This is an optimization exercise on Yosys and OpenROAD, whose aim is small area and a short achievable clock period, not a production implementation.
In this exercise RTL edits were held to simulation tests only and were not proved equivalent to the original.
Power and IR drop assume default switching activity.

==> flow/design.v <==
module CRD(
    input clock,
    input reset,
    input [4:0] data,
    output reg Z,
    output reg ADD,
    output reg DROP,
    output DROP_w
);
reg [4:0] data_r;
reg [4:0] P;                    
reg [4:0] ph;                   
wire [4:0] flag_w = data ^ {5{data_r[4]}};
wire [4:0] pick = {flag_w[2] & ~flag_w[1] & ~flag_w[0],
                   flag_w[1] & ~flag_w[0],
                   flag_w[0],
                   flag_w[4] & ~flag_w[3] & ~flag_w[2] & ~flag_w[1] & ~flag_w[0],
                   flag_w[3] & ~flag_w[2] & ~flag_w[1] & ~flag_w[0]};
wire [4:0] P_w = (data == data_r) ? P : pick;
wire [4:0] ph_w = (|P) ? P : ph;
wire ADD_w = ph[0] & P[4];
assign DROP_w = ph[4] & P[0];
always @(posedge clock) begin
    if (reset) begin
        data_r <= 5'b0;
        P <= 5'b0;
        ph <= 5'b00001;
        Z <= 1'b0;
        ADD <= 1'b0;
        DROP <= 1'b0;
    end else begin
        data_r <= data;
        P <= P_w;
        ph <= ph_w;
        Z <= ADD_w ^ (|(data_r & ph_w));
        ADD <= ADD_w;
        DROP <= DROP_w;
    end
end
endmodule
module ad_fifo #(parameter N = 41)
(
    input  Clock, Reset,
    input  Z, Add, Drop, DropNext,
    output reg Underflow, Overflow, Data
);
localparam M = N / 2;           
reg [N-1:2] e_q, f_q;           
reg [N-1:1] d_q;
reg a1, z1;                     
reg [N-1:0] h;                  
reg T;                          
reg go;                         
wire [N-1:0] d = {d_q, Drop};
wire [N-1:0] e = {e_q, a1 | (Add & d_q[1]), Add};
wire [N-1:0] f = {f_q, d_q[1] ? Z : z1, ~Drop & Z};
wire [N-1:0] hs = (h & ~d) | ({1'b0, h[N-1:1]} & {1'b0, d[N-1:1]});
wire [N-1:0] h_n = (T | ~go) ? {h[N-2:0], 1'b0} : hs;
wire T_n = go & ~T & (|(h & e));
wire data_n = T ? ~Data & ~Overflow : go & (|(h & f));
wire under_n = go & ~T & hs[0] & ~Add & DropNext;
wire over_n = ~T & h[N-1] & e[N-1] & ~d[N-1];
always @(posedge Clock) begin
    e_q <= e[N-2:1];
    f_q <= f[N-2:1];
    a1 <= Add;
    z1 <= Z;
    d_q <= {d_q[N-2:1], Drop};
    if (Reset) begin
        h <= {{(N-1){1'b0}}, 1'b1};
        T <= 1'b0;
        go <= 1'b0;
        Data <= 1'b0;
        Underflow <= 1'b0;
        Overflow <= 1'b0;
    end else begin
        h <= h_n;
        T <= T_n;
        go <= go | h[M-1];
        Data <= data_n;
        Underflow <= under_n;
        Overflow <= over_n;
    end
end
endmodule
module dr_core
(
    input        clock_480,
    input        reset,
    input  [4:0] data_in,
    output       data_out,
    output       underflow,
    output       overflow
);
wire z_crd, add_crd, drop_crd, drop_next;
CRD crd(
    .clock(clock_480),
    .reset(reset),
    .data(data_in),
    .Z(z_crd),
    .ADD(add_crd),
    .DROP(drop_crd),
    .DROP_w(drop_next)
);
ad_fifo #(.N(41)) fifo
(
    .Clock(clock_480),
    .Reset(reset),
    .Z(z_crd),
    .Add(add_crd),
    .Drop(drop_crd),
    .DropNext(drop_next),
    .Underflow(underflow),
    .Overflow(overflow),
    .Data(data_out)
);
endmodule
export LEC_CHECK = 0
export ABC_AREA = 1
export CAP_MARGIN = 20
export CORE_MARGIN = 2
export CORE_UTILIZATION = 60
export CTS_BUF_LIST = sky130_fd_sc_hd__clkbuf_8
export PLACE_DENSITY = 0.75
export SETUP_SLACK_MARGIN = 1.75
export SLEW_MARGIN = 20
create_clock -name core_clock -period 3.3 [get_ports {clock_480}]
run.sh (not shown) runs the stock make flow with config.mk's settings and CLKGATE_MAP_FILE= SYNTH_SCRIPT=/design/flow/synth_recipe.tcl, a recipe that flattens the netlist after the stock synthesis.
Next try:
--- a/flow/design.v
+++ b/flow/design.v
@@ -9,6 +9,6 @@
 );
 reg [4:0] data_r;
-reg [4:0] P;                    
-reg [4:0] ph;                   
+reg [4:0] Q;
+reg p0, p4;
 wire [4:0] flag_w = data ^ {5{data_r[4]}};
 wire [4:0] pick = {flag_w[2] & ~flag_w[1] & ~flag_w[0],
@@ -17,13 +17,13 @@
                    flag_w[4] & ~flag_w[3] & ~flag_w[2] & ~flag_w[1] & ~flag_w[0],
                    flag_w[3] & ~flag_w[2] & ~flag_w[1] & ~flag_w[0]};
-wire [4:0] P_w = (data == data_r) ? P : pick;
-wire [4:0] ph_w = (|P) ? P : ph;
-wire ADD_w = ph[0] & P[4];
-assign DROP_w = ph[4] & P[0];
+wire [4:0] Q_w = ((data != data_r) && (|pick)) ? pick : Q;
+wire ADD_w = p0 & Q[4];
+assign DROP_w = p4 & Q[0];
 always @(posedge clock) begin
     if (reset) begin
         data_r <= 5'b0;
-        P <= 5'b0;
-        ph <= 5'b00001;
+        Q <= 5'b00001;
+        p0 <= 1'b1;
+        p4 <= 1'b0;
         Z <= 1'b0;
         ADD <= 1'b0;
@@ -31,7 +31,8 @@
     end else begin
         data_r <= data;
-        P <= P_w;
-        ph <= ph_w;
-        Z <= ADD_w ^ (|(data_r & ph_w));
+        Q <= Q_w;
+        p0 <= Q[0];
+        p4 <= Q[4];
+        Z <= ADD_w ^ (|(data_r & Q));
         ADD <= ADD_w;
         DROP <= DROP_w;
What happened: Synthesized cell count is higher by about 8%; worst setup slack loses 0.0077 ns; die area went down by about 0.9%; combinational power drops by 23%; cell area falls by 2.5%; count of clock-buffer cells in the layout goes up by 2; routed wire length drops by about 7%; via count climbs by about 2%; worst hold slack barely changes; clock power is higher by about 6%; non-clock buffer count is lower by 5; sequential cell count came out lower by 3.

========
RTL: the design.v shown in full above, as it stands there.
clock: 3.3 ns
lec_check: 0
cap_margin: 20
core_margin: 2
core_utilization: 60
cts_buf_list: sky130_fd_sc_hd__clkbuf_8
place_density: 0.75
setup_slack_margin: 1.75
slew_margin: 20
Then changed:
--- a/flow/design.v
+++ b/flow/design.v
@@ -7,33 +7,34 @@
     output reg DROP,
     output DROP_w
 );
 reg [4:0] data_r;
-reg [4:0] P;                    
-reg [4:0] ph;                   
+reg [4:0] Q;
+reg p0, p4;
 wire [4:0] flag_w = data ^ {5{data_r[4]}};
 wire [4:0] pick = {flag_w[2] & ~flag_w[1] & ~flag_w[0],
                    flag_w[1] & ~flag_w[0],
                    flag_w[0],
                    flag_w[4] & ~flag_w[3] & ~flag_w[2] & ~flag_w[1] & ~flag_w[0],
                    flag_w[3] & ~flag_w[2] & ~flag_w[1] & ~flag_w[0]};
-wire [4:0] P_w = (data == data_r) ? P : pick;
-wire [4:0] ph_w = (|P) ? P : ph;
-wire ADD_w = ph[0] & P[4];
-assign DROP_w = ph[4] & P[0];
+wire [4:0] Q_w = ((data != data_r) && (|pick)) ? pick : Q;
+wire ADD_w = p0 & Q[4];
+assign DROP_w = p4 & Q[0];
 always @(posedge clock) begin
     if (reset) begin
         data_r <= 5'b0;
-        P <= 5'b0;
-        ph <= 5'b00001;
+        Q <= 5'b00001;
+        p0 <= 1'b1;
+        p4 <= 1'b0;
         Z <= 1'b0;
         ADD <= 1'b0;
         DROP <= 1'b0;
     end else begin
         data_r <= data;
-        P <= P_w;
-        ph <= ph_w;
-        Z <= ADD_w ^ (|(data_r & ph_w));
+        Q <= Q_w;
+        p0 <= Q[0];
+        p4 <= Q[4];
+        Z <= ADD_w ^ (|(data_r & Q));
         ADD <= ADD_w;
         DROP <= DROP_w;
     end
 end
Outcome:
- routed wire length barely changes
- count of clock-buffer cells in the layout stays the same
- worst setup slack loses 0.21 ns
- clock power stays flat
- fmax goes down by roughly a tenth
- sequential power falls by a few percent
- power came out lower by a few percent
- register-to-register slack loses 0.20 ns
- sequential share of layout area falls by 1.5 points
- core utilization is higher by 0.81 points
- area after synthesis fell slightly

what the ideal ports hide:
In the flow no input, the clock included, has a driving cell. The finished layouts below were timed again as built, in two steps. Step 1 (the two cells are an assumption about what drives the block):
set clk [get_ports {clock_480}]
set_driving_cell -lib_cell sky130_fd_sc_hd__clkbuf_16 $clk
set_driving_cell -lib_cell sky130_fd_sc_hd__buf_2 [delete_from_list [all_inputs] $clk]
Step 2 also shifts input and output timing later by t, the mid clock arrival at the registers, as if the neighbouring blocks saw the same clock. a / b / c = ideal ports / drivers / drivers and shift; a / b = the first two.
| run | t, ns | setup slack, ns | hold slack, ns | pins driven straight from the clock port |
|---|---|---|---|---|
| the first run of note 1 | 0.468 | 1.761 / 1.725 / 1.415 | 0.346 / 0.346 / 0.346 | 1 |
| the second run of note 1 | 0.477 | 1.753 / 1.720 / 1.365 | 0.346 / 0.346 / 0.346 | 1 |
| the first run of note 2 | 0.459 | 1.688 / 1.688 / 1.383 | 0.344 / 0.344 / 0.344 | 1 |
| the second run of note 2 | 0.462 | 1.483 / 1.482 / 1.020 | 0.344 / 0.344 / 0.344 | 1 |
After both steps setup and hold are still met in every run listed. For the second run of note 2, which loses most, drivers alone change the setup slack by -0.001 ns; drivers and shift together by -0.463 ns.
